Context: an optimization exercise on an open-source flow, tuned for small area. The choices shown serve that exercise and are no tape-out recipe.
At most, simulation tests tie the RTL to the original design; equivalence was not proved.
No activity file was given, so power comes from the tool's default toggle rates.

==> inputs of build 97 <==
## boom_pro
module boom_pro(sw7,start,clk,led,seg,sw_input,row,seg_cat,btn6,buzzer,green,red);
    input sw7,start,clk,btn6;
    input [6:0] sw_input;
    output reg buzzer;
    output [7:0] row,red,green;
    output [7:0] seg_cat;
    output [7:0] seg;
    output [6:0] led;
    function [11:0] tog_at;
        input succ;
        input [6:0] note;
        reg [4:0] c;
        begin
            if (succ) begin
                if (note <= 7'd2) c = 5'd0;
                else if (note <= 7'd4) c = 5'd3;
                else if (note <= 7'd7) c = 5'd6;
                else if (note <= 7'd10) c = 5'd8;
                else if (note <= 7'd12) c = 5'd13;
                else if (note <= 7'd15) c = 5'd16;
                else if (note <= 7'd23) c = 5'd18;
                else if (note <= 7'd31) c = 5'd16;
                else if (note <= 7'd34) c = 5'd1;
                else if (note <= 7'd36) c = 5'd3;
                else if (note <= 7'd39) c = 5'd5;
                else if (note <= 7'd42) c = 5'd9;
                else if (note <= 7'd44) c = 5'd13;
                else if (note <= 7'd47) c = 5'd15;
                else if (note <= 7'd55) c = 5'd19;
                else if (note <= 7'd63) c = 5'd15;
                else if (note <= 7'd66) c = 5'd2;
                else if (note <= 7'd68) c = 5'd4;
                else if (note <= 7'd71) c = 5'd7;
                else if (note <= 7'd74) c = 5'd11;
                else if (note <= 7'd76) c = 5'd14;
                else if (note <= 7'd79) c = 5'd17;
                else if (note <= 7'd95) c = 5'd19;
                else c = 5'd20;
            end else begin
                if (note <= 7'd4) c = 5'd13;
                else if (note <= 7'd9) c = 5'd8;
  ...
clock: 20.0 ns
lec_check: 0
cap_margin: 20
core_margin: 2
core_utilization: 60
cts_buf_list: sky130_fd_sc_hd__clkbuf_8
cts_cluster_diameter: 200
cts_cluster_size: 50
slew_margin: 20
run.sh (not shown) runs the stock make flow with config.mk's settings and CLKGATE_MAP_FILE= SYNTH_SCRIPT=/design/flow/synth_recipe.tcl, a recipe that flattens the netlist after the stock synthesis.
==> build 74 (differences from build 97) <==
--- a/flow/design.v
+++ b/flow/design.v
@@ -2,24 +2,25 @@
     input btn,clk;
     output reg btn_pulse;
     reg [12:0] M;
     always @(posedge clk) begin
         if (btn == btn_pulse) begin
-            M <= 0;
+            M <= 13'h01cc;
         end
-        else if (M == 13'hd82 || M == 13'h1fff) begin
-            M <= 0;
+        else if (&{M[12:4], M[2:0]}) begin
+            M <= 13'h01cc;
             btn_pulse <= btn;
         end
         else begin
             M <= {M[11:0], ~(M[12] ^ M[3] ^ M[2] ^ M[0])};
         end
     end
 endmodule
-module rand_gen (clk,sw7,out);
+module rand_gen (clk,sw7,out,scan);
     input clk,sw7;
     output [6:0] out;
+    output [2:0] scan;
     reg [22:0] R;
     reg sw7d;
     wire s1 = R[0] ^ R[1];
     wire c2 = R[0] | R[1];
     wire s3 = R[1] ^ R[2] ^ c2;
@@ -164,10 +165,12 @@
             R <= 23'b11111111111111111111111;
         else
             R <= nxt;
     end
     assign out = {~R[22], ~R[21], ~R[20], ~R[19], ~R[18], ~R[17], ~R[16]};
+    wire [2:0] s_lo = {~R[2], ~R[1], ~R[0]};
+    assign scan = sw7d ? {s_lo[2:1], ~s_lo[0]} : 3'd0;
 endmodule
 module segment (seg_data,seg_led);
     input [3:0] seg_data;
     output reg [7:0] seg_led;
     always @(*) begin
@@ -269,26 +272,26 @@
     reg         btn6_before;
     reg  [6:0]  password;
     reg  [6:0]  swd;           
     reg  [4:0]  leave_times;
     reg  [1:0]  cs;            
+    wire [6:0]  note = {cs, leave_times};
     reg  [5:0]  sech;
     reg  [15:0] secl;          
     reg  [1:0]  sc;            
     reg  [4:0]  dv;            
     reg  [16:0] tcnt;          
     reg  [5:0]  oq;
     reg  [5:0]  orr;
-    reg  [6:0]  note;          
     reg         di;
-    reg  [2:0]  cnt;           
     reg  [4:0]  fc;            
     wire start_pulse, btn6_pulse;
     wire [6:0] changing_pw;
     debounce debounce1(.btn(start), .clk(clk), .btn_pulse(start_pulse));
     debounce debounce2(.btn(btn6),  .clk(clk), .btn_pulse(btn6_pulse));
-    rand_gen rand1(.clk(clk), .sw7(sw7), .out(changing_pw));
+    wire [2:0] cnt;            
+    rand_gen rand1(.clk(clk), .sw7(sw7), .out(changing_pw), .scan(cnt));
     wire gs0 = game_state == 2'd0;
     wire gs1 = game_state == 2'd1;
     wire gs2 = game_state == 2'd2;
     wire gs3 = game_state == 2'd3;
     wire success = pit == 2'd3;
@@ -341,10 +344,11 @@
     end
     assign led = (gs1 && cs != 2'd0) ? password :
                  (gs2 && cs != 2'd2) ? swd : 7'd0;
     wire [15:0] secl_nx = {secl[14:0], ~(secl[15] ^ secl[14] ^ secl[12] ^ secl[3])};
     wire secl_end = secl == 16'h9487;       
+    wire note_end = tcnt == (success ? 17'h0b4e3 : 17'h1a754);    
     wire sec_tick = sech == 6'd19 && secl_end;           
     always @(posedge clk) begin
         if (!sw7) begin
             leave_times <= 0;
             cs <= 0;
@@ -370,12 +374,18 @@
                 secl <= secl_end ? 16'd0 : secl_nx;
                 if (secl_end) sech <= sech + 6'd1;
             end
         end
         else begin
-            leave_times <= 0;
-            cs <= 0;
+            if (gs3 && !first3) begin
+                if (note_end)
+                    {cs, leave_times} <= note + 7'd1;
+            end
+            else begin
+                leave_times <= 0;
+                cs <= 0;
+            end
             if (gs3) begin
                 if (first3) begin
                     sech <= 0;
                     secl <= 0;
                 end
@@ -426,103 +436,46 @@
     end
     wire [7:0] seg_raw;
     segment segment1(.seg_data(sc[0] ? tens : units), .seg_led(seg_raw));
     assign seg = (sc == 2'b11) ? 8'h00 : seg_raw;
     assign seg_cat = {6'b111111, sc};
-    wire [11:0] tog = tog_at(success, note);
+    wire [11:0] tog = tog_at(gs3 ? success : 1'b1, gs3 ? note : 7'd11);
+    wire hit = (~{oq, orr} & tog) == 12'd0;
     wire [16:0] tcnt_nx = {tcnt[15:0], ~(tcnt[16] ^ tcnt[13])};
+    wire t999 = tcnt == 17'h015a0;
+    wire tend_di = tcnt == 17'h01469;
     wire orr_end = orr == 6'd42;
     wire [5:0] oq_inc = orr_end ? oq + 6'd1 : oq;
     wire [5:0] orr_inc = orr_end ? 6'd0 : orr + 6'd1;
     wire ms_wait = ({1'b0, leave_times} > oq) || ({1'b0, leave_times} == oq && orr < 6'd15);
+    wire play = gs3 && !first3 && !note_end;           
+    wire beep = gs2 && di;                             
+    wire one_clr = !(gs2 || gs3) || (beep && (hit || tend_di)) || (gs2 && !di && !ms_wait) ||
+                   (gs3 && !play) || (play && hit);
+    wire one_inc = beep || (gs2 && t999) || play;
+    wire tcnt_clr = !(gs2 || gs3) || (beep && tend_di) || (gs2 && !di && (!ms_wait || t999)) || (gs3 && !play);
     always @(posedge clk) begin
-        if (!sw7) begin
-            buzzer <= 0;
-            tcnt <= 0;
+        if (!sw7 || one_clr) begin
             oq <= 0;
             orr <= 0;
-            di <= 0;
         end
-        else if (gs2) begin
-            if (di) begin
-                if (!(oq == 6'd22 && orr == 6'd12)) begin       
-                    oq <= oq_inc;
-                    orr <= orr_inc;
-                end
-                else begin
-                    oq <= 0;
-                    orr <= 0;
-                    buzzer <= !buzzer;
-                end
-                if (tcnt != 17'h01469)
-                    tcnt <= tcnt_nx;
-                else begin
-                    buzzer <= 0;
-                    oq <= 0;
-                    orr <= 0;
-                    tcnt <= 0;
-                    di <= 0;
-                end
-            end
-            else begin
-                if (ms_wait) begin
-                    if (tcnt != 17'h015a0)
-                        tcnt <= tcnt_nx;
-                    else begin
-                        tcnt <= 0;
-                        oq <= oq_inc;
-                        orr <= orr_inc;
-                    end
-                end
-                else begin
-                    oq <= 0;
-                    orr <= 0;
-                    tcnt <= 0;
-                    di <= 1;
-                end
-            end
-        end
-        else if (gs3) begin
-            if (first3) begin
-                oq <= 0;
-                orr <= 0;
-                tcnt <= 0;
-                buzzer <= 0;
-                note <= 0;
-            end
-            else if (tcnt != (success ? 17'h0b4e3 : 17'h1a754)) begin
-                tcnt <= tcnt_nx;
-                if ({oq, orr} != tog) begin
-                    oq <= oq_inc;
-                    orr <= orr_inc;
-                end
-                else begin
-                    oq <= 0;
-                    orr <= 0;
-                    buzzer <= !buzzer;
-                end
-            end
-            else begin
-                buzzer <= 0;
-                tcnt <= 0;
-                note <= note + 7'd1;
-                oq <= 0;
-                orr <= 0;
-            end
+        else if (one_inc) begin
+            oq <= oq_inc;
+            orr <= orr_inc;
         end
-        else begin
-            buzzer <= 0;
+        if (!sw7 || tcnt_clr)
             tcnt <= 0;
-            oq <= 0;
-            orr <= 0;
-        end
-    end
-    always @(posedge clk) begin
-        if (!sw7)
-            cnt <= 0;
         else
-            cnt <= cnt + 3'd1;
+            tcnt <= tcnt_nx;
+        if (!sw7 || !(gs2 || gs3) || (beep && tend_di) || (gs3 && !play))
+            buzzer <= 0;
+        else if ((beep || play) && hit)
+            buzzer <= !buzzer;
+        if (!sw7 || (beep && tend_di))
+            di <= 0;
+        else if (gs2 && !di && !ms_wait)
+            di <= 1;
     end
     assign row = ~(8'd1 << cnt);
     always @(posedge clk) begin
         if (!sw7)
             fc <= 5'd0;
==> flow/flow/run.sh (new file) <==
#!/bin/bash
# The standard layout (the standard.sh: ORFS synthesis to final layout)
# with two changes: the port buffers that global placement inserts are
# buf_1 cells, and clock tree synthesis uses clkbuf_8 cells (root and leaf
# buffers) and no dummy loads. standard.sh's output goes to standard.log;
# ORFS keeps each step's log under orfs/logs.
set -euo pipefail
export BUFFER_PORTS_ARGS="-buffer_cell sky130_fd_sc_hd__buf_1"
export CTS_ARGS="-sink_clustering_enable -repair_clock_nets -dont_use_dummy_load -buf_list sky130_fd_sc_hd__clkbuf_8 -root_buf sky130_fd_sc_hd__clkbuf_8"
bash standard.sh > standard.log 2>&1
==> flow/standard.sh (new file) <==
#!/bin/bash
# synth_recipe.tcl (not shown) runs the flow's synth.tcl, then flattens the netlist and writes it again
# the make line also repeats each setting of config.mk as NAME=value (left out here)
make -C /OpenROAD-flow-scripts/flow DESIGN_CONFIG=/design/flow/config.mk WORK_HOME=/design/flow/orfs CLKGATE_MAP_FILE= SYNTH_SCRIPT=/design/flow/synth_recipe.tcl "${@:-finish}"
Settings changed: CORE_UTILIZATION 60 to 70, CTS_BUF_LIST sky130_fd_sc_hd__clkbuf_8 to default, CTS_CLUSTER_DIAMETER 200 to default, CTS_CLUSTER_SIZE 50 to default.
removed: flow/run.sh
==> trial 80 (differences from build 97) <==
--- a/flow/design.v
+++ b/flow/design.v
@@ -2,24 +2,25 @@
     input btn,clk;
     output reg btn_pulse;
     reg [12:0] M;
     always @(posedge clk) begin
         if (btn == btn_pulse) begin
-            M <= 0;
+            M <= 13'h01cc;
         end
-        else if (M == 13'hd82 || M == 13'h1fff) begin
-            M <= 0;
+        else if (&{M[12:4], M[2:0]}) begin
+            M <= 13'h01cc;
             btn_pulse <= btn;
         end
         else begin
             M <= {M[11:0], ~(M[12] ^ M[3] ^ M[2] ^ M[0])};
         end
     end
 endmodule
-module rand_gen (clk,sw7,out);
+module rand_gen (clk,sw7,out,scan);
     input clk,sw7;
     output [6:0] out;
+    output [2:0] scan;
     reg [22:0] R;
     reg sw7d;
     wire s1 = R[0] ^ R[1];
     wire c2 = R[0] | R[1];
     wire s3 = R[1] ^ R[2] ^ c2;
@@ -164,10 +165,12 @@
             R <= 23'b11111111111111111111111;
         else
             R <= nxt;
     end
     assign out = {~R[22], ~R[21], ~R[20], ~R[19], ~R[18], ~R[17], ~R[16]};
+    wire [2:0] s_lo = {~R[2], ~R[1], ~R[0]};
+    assign scan = sw7d ? {s_lo[2:1], ~s_lo[0]} : 3'd0;
 endmodule
 module segment (seg_data,seg_led);
     input [3:0] seg_data;
     output reg [7:0] seg_led;
     always @(*) begin
@@ -269,26 +272,26 @@
     reg         btn6_before;
     reg  [6:0]  password;
     reg  [6:0]  swd;           
     reg  [4:0]  leave_times;
     reg  [1:0]  cs;            
+    wire [6:0]  note = {cs, leave_times};
     reg  [5:0]  sech;
     reg  [15:0] secl;          
     reg  [1:0]  sc;            
     reg  [4:0]  dv;            
     reg  [16:0] tcnt;          
     reg  [5:0]  oq;
     reg  [5:0]  orr;
-    reg  [6:0]  note;          
     reg         di;
-    reg  [2:0]  cnt;           
     reg  [4:0]  fc;            
     wire start_pulse, btn6_pulse;
     wire [6:0] changing_pw;
     debounce debounce1(.btn(start), .clk(clk), .btn_pulse(start_pulse));
     debounce debounce2(.btn(btn6),  .clk(clk), .btn_pulse(btn6_pulse));
-    rand_gen rand1(.clk(clk), .sw7(sw7), .out(changing_pw));
+    wire [2:0] cnt;            
+    rand_gen rand1(.clk(clk), .sw7(sw7), .out(changing_pw), .scan(cnt));
     wire gs0 = game_state == 2'd0;
     wire gs1 = game_state == 2'd1;
     wire gs2 = game_state == 2'd2;
     wire gs3 = game_state == 2'd3;
     wire success = pit == 2'd3;
@@ -341,10 +344,11 @@
     end
     assign led = (gs1 && cs != 2'd0) ? password :
                  (gs2 && cs != 2'd2) ? swd : 7'd0;
     wire [15:0] secl_nx = {secl[14:0], ~(secl[15] ^ secl[14] ^ secl[12] ^ secl[3])};
     wire secl_end = secl == 16'h9487;       
+    wire note_end = tcnt == (success ? 17'h0b4e3 : 17'h1a754);    
     wire sec_tick = sech == 6'd19 && secl_end;           
     always @(posedge clk) begin
         if (!sw7) begin
             leave_times <= 0;
             cs <= 0;
@@ -370,12 +374,18 @@
                 secl <= secl_end ? 16'd0 : secl_nx;
                 if (secl_end) sech <= sech + 6'd1;
             end
         end
         else begin
-            leave_times <= 0;
-            cs <= 0;
+            if (gs3 && !first3) begin
+                if (note_end)
+                    {cs, leave_times} <= note + 7'd1;
+            end
+            else begin
+                leave_times <= 0;
+                cs <= 0;
+            end
             if (gs3) begin
                 if (first3) begin
                     sech <= 0;
                     secl <= 0;
                 end
@@ -442,11 +452,11 @@
             orr <= 0;
             di <= 0;
         end
         else if (gs2) begin
             if (di) begin
-                if (!(oq == 6'd22 && orr == 6'd12)) begin       
+                if (!(oq[4] && oq[2] && oq[1] && orr[3] && orr[2])) begin       
                     oq <= oq_inc;
                     orr <= orr_inc;
                 end
                 else begin
                     oq <= 0;
@@ -485,15 +495,14 @@
             if (first3) begin
                 oq <= 0;
                 orr <= 0;
                 tcnt <= 0;
                 buzzer <= 0;
-                note <= 0;
             end
-            else if (tcnt != (success ? 17'h0b4e3 : 17'h1a754)) begin
+            else if (!note_end) begin
                 tcnt <= tcnt_nx;
-                if ({oq, orr} != tog) begin
+                if ((~{oq, orr} & tog) != 12'd0) begin    
                     oq <= oq_inc;
                     orr <= orr_inc;
                 end
                 else begin
                     oq <= 0;
@@ -502,11 +511,10 @@
                 end
             end
             else begin
                 buzzer <= 0;
                 tcnt <= 0;
-                note <= note + 7'd1;
                 oq <= 0;
                 orr <= 0;
             end
         end
         else begin
@@ -514,20 +522,14 @@
             tcnt <= 0;
             oq <= 0;
             orr <= 0;
         end
     end
-    always @(posedge clk) begin
-        if (!sw7)
-            cnt <= 0;
-        else
-            cnt <= cnt + 3'd1;
-    end
     assign row = ~(8'd1 << cnt);
     always @(posedge clk) begin
         if (!sw7)
-            fc <= 5'd0;
+            fc <= 5'd9;
         else if (gs0 || gs1)
             fc <= 5'b10000;
         else if (gs2) begin
             if (leave_times == 5'd0 || leave_times >= 5'd16)
                 fc <= 5'b10000;
@@ -539,20 +541,20 @@
                 fc <= fc | 5'b10100;
             else
                 fc <= fc | 5'b11000;
         end
         else if (first3)
-            fc <= success ? 5'd1 : 5'd11;
+            fc <= success ? 5'd0 : 5'd11;
         else if (success) begin
             if (sech == 6'd63)
-                fc <= 5'd1;
+                fc <= 5'd0;
             else if (sech < 6'd18)
-                fc <= {1'b0, sech[4:1]} + 5'd1;
+                fc <= {1'b0, sech[4:1]};
             else if (sech >= 6'd20 && sech <= 6'd24 || sech >= 6'd30 && sech <= 6'd34)
                 fc <= 5'd10;
             else
-                fc <= 5'd0;
+                fc <= 5'd9;
         end
         else begin
             if (sech <= 6'd9 || sech == 6'd63) fc <= 5'd11;
             else                               fc <= 5'd12;
         end
@@ -570,13 +572,13 @@
         case (cnt)
             3'd0: you = 8'h00; 3'd1: you = 8'hc4; 3'd2: you = 8'h04; 3'd3: you = 8'hdf;
             3'd4: you = 8'h15; 3'd5: you = 8'h1f; 3'd6: you = 8'h55; default: you = 8'h9f;
         endcase
         case (fc[3:0])
-            4'd1: rows = 8'b00000011; 4'd2: rows = 8'b00000111; 4'd3: rows = 8'b00001110;
-            4'd4: rows = 8'b00011100; 4'd5: rows = 8'b00111000; 4'd6: rows = 8'b01110000;
-            4'd7: rows = 8'b11100000; 4'd8: rows = 8'b11000000; 4'd9: rows = 8'b10000000;
+            4'd0: rows = 8'b00000011; 4'd1: rows = 8'b00000111; 4'd2: rows = 8'b00001110;
+            4'd3: rows = 8'b00011100; 4'd4: rows = 8'b00111000; 4'd5: rows = 8'b01110000;
+            4'd6: rows = 8'b11100000; 4'd7: rows = 8'b11000000; 4'd8: rows = 8'b10000000;
             4'd10: rows = 8'b11111111; default: rows = 8'b00000000;
         endcase
     end
     wire bomb_on = !(cnt[2] == 1'b0 && fc[cnt[1:0]]);       
     wire [7:0] bomb = (cnt == 3'd5 || cnt == 3'd6) ? 8'h24 : 8'h18;
==> flow/flow/run.sh (new file) <==
#!/bin/bash
# The standard layout (the standard.sh: ORFS synthesis to final layout)
# with two changes: the port buffers that global placement inserts are
# buf_1 cells, and clock tree synthesis uses clkbuf_8 cells (root and leaf
# buffers) and no dummy loads. standard.sh's output goes to standard.log;
# ORFS keeps each step's log under orfs/logs.
set -euo pipefail
export BUFFER_PORTS_ARGS="-buffer_cell sky130_fd_sc_hd__buf_1"
export CTS_ARGS="-sink_clustering_enable -repair_clock_nets -dont_use_dummy_load -buf_list sky130_fd_sc_hd__clkbuf_8 -root_buf sky130_fd_sc_hd__clkbuf_8"
bash standard.sh > standard.log 2>&1
==> flow/standard.sh (new file) <==
#!/bin/bash
# synth_recipe.tcl (not shown) runs the flow's synth.tcl, then flattens the netlist and writes it again
# the make line also repeats each setting of config.mk as NAME=value (left out here)
make -C /OpenROAD-flow-scripts/flow DESIGN_CONFIG=/design/flow/config.mk WORK_HOME=/design/flow/orfs CLKGATE_MAP_FILE= SYNTH_SCRIPT=/design/flow/synth_recipe.tcl "${@:-finish}"
Settings changed: CORE_UTILIZATION 60 to 70, CTS_BUF_LIST sky130_fd_sc_hd__clkbuf_8 to default, CTS_CLUSTER_DIAMETER 200 to default, CTS_CLUSTER_SIZE 50 to default.
removed: flow/run.sh
==> comparison table <==
Result of the run: trial 80 finished clean; build 74 finished clean; build 97 finished clean
Overall die width: trial 80 126.1 microns; build 74 126.7 microns; build 97 141.4 microns
Share of total power in the clock network: trial 80 8.1%; build 74 8.6%; build 97 12.2%
Effective utilization at floorplan: trial 80 71.82%; build 74 71.97%; build 97 60.94%
Post-Place Setup Slack: trial 80 4.538 ns; build 74 4.732 ns; build 97 5.241 ns
Routed metal-1 wirelength: trial 80 10.44 mm; build 74 10.75 mm; build 97 11.95 mm
Register share of total power: trial 80 20.4%; build 74 20.9%; build 97 22.1%
Net switching share of the total power: trial 80 47.16%; build 74 46.46%; build 97 44.70%
Post-CTS clock slew at the launch and capture registers of the worst setup and hold paths: trial 80 0.08 ns; build 74 0.07 ns; build 97 0.10 ns
Peak supply drop: trial 80 338.3 uV; build 74 703.4 uV; build 97 673.3 uV
Hold Slack: trial 80 0.4414 ns; build 74 0.4307 ns; build 97 0.4565 ns
Post-detailed-route via-to-cell ratio: trial 80 6.221; build 74 6.172; build 97 5.981
Largest net degree at the start of global routing: trial 80 36; build 74 40; build 97 32
Number of synthesized register bits: trial 80 143; build 74 143; build 97 153
Relative area of clock buffers and inverters in the final design: trial 80 2.181%; build 74 2.150%; build 97 3.312%
Xor/xnor cell area share of the yosys netlist: trial 80 3.692%; build 74 3.823%; build 97 3.558%
Static leakage: trial 80 4.413 nW; build 74 4.474 nW; build 97 5.030 nW
Number of global-route vias before repair: trial 80 8342; build 74 8377; build 97 8752
Only the layout flow was run in build 97; the RTL was not checked for function there.

-- separate check: timing with driven ports --
In the flow no input, the clock included, has a driving cell. The finished layouts below were timed again as built, in two steps.
Step 1, drivers: a clkbuf_16 drives clk and a buf_2 each remaining input, both assumed.
Step 2 moves the port delays by t, midway between the first and last clock arrival at a register: inputs arrive t later, outputs are due t later. That takes back most of the time a late clock gives input paths.
Three values: no drivers, after step 1, after step 2; two values: the first two.
run	t, ns	slack for setup (ns)	hold WS [ns]	latest minus earliest clock arrival (ns)	slew at the worst register clock pin (ns)
build 97	0.498	5.285 / 5.285 / 5.285	0.456 / 0.456 / 0.456	0.018 / 0.018	0.10 / 0.10
build 74	0.494	4.754 / 4.754 / 4.754	0.431 / 0.431 / 0.431	0.031 / 0.030	0.09 / 0.09
trial 80	0.488	4.581 / 4.581 / 4.581	0.441 / 0.441 / 0.441	0.039 / 0.040	0.09 / 0.09
After both steps setup and hold are still met in every run listed.
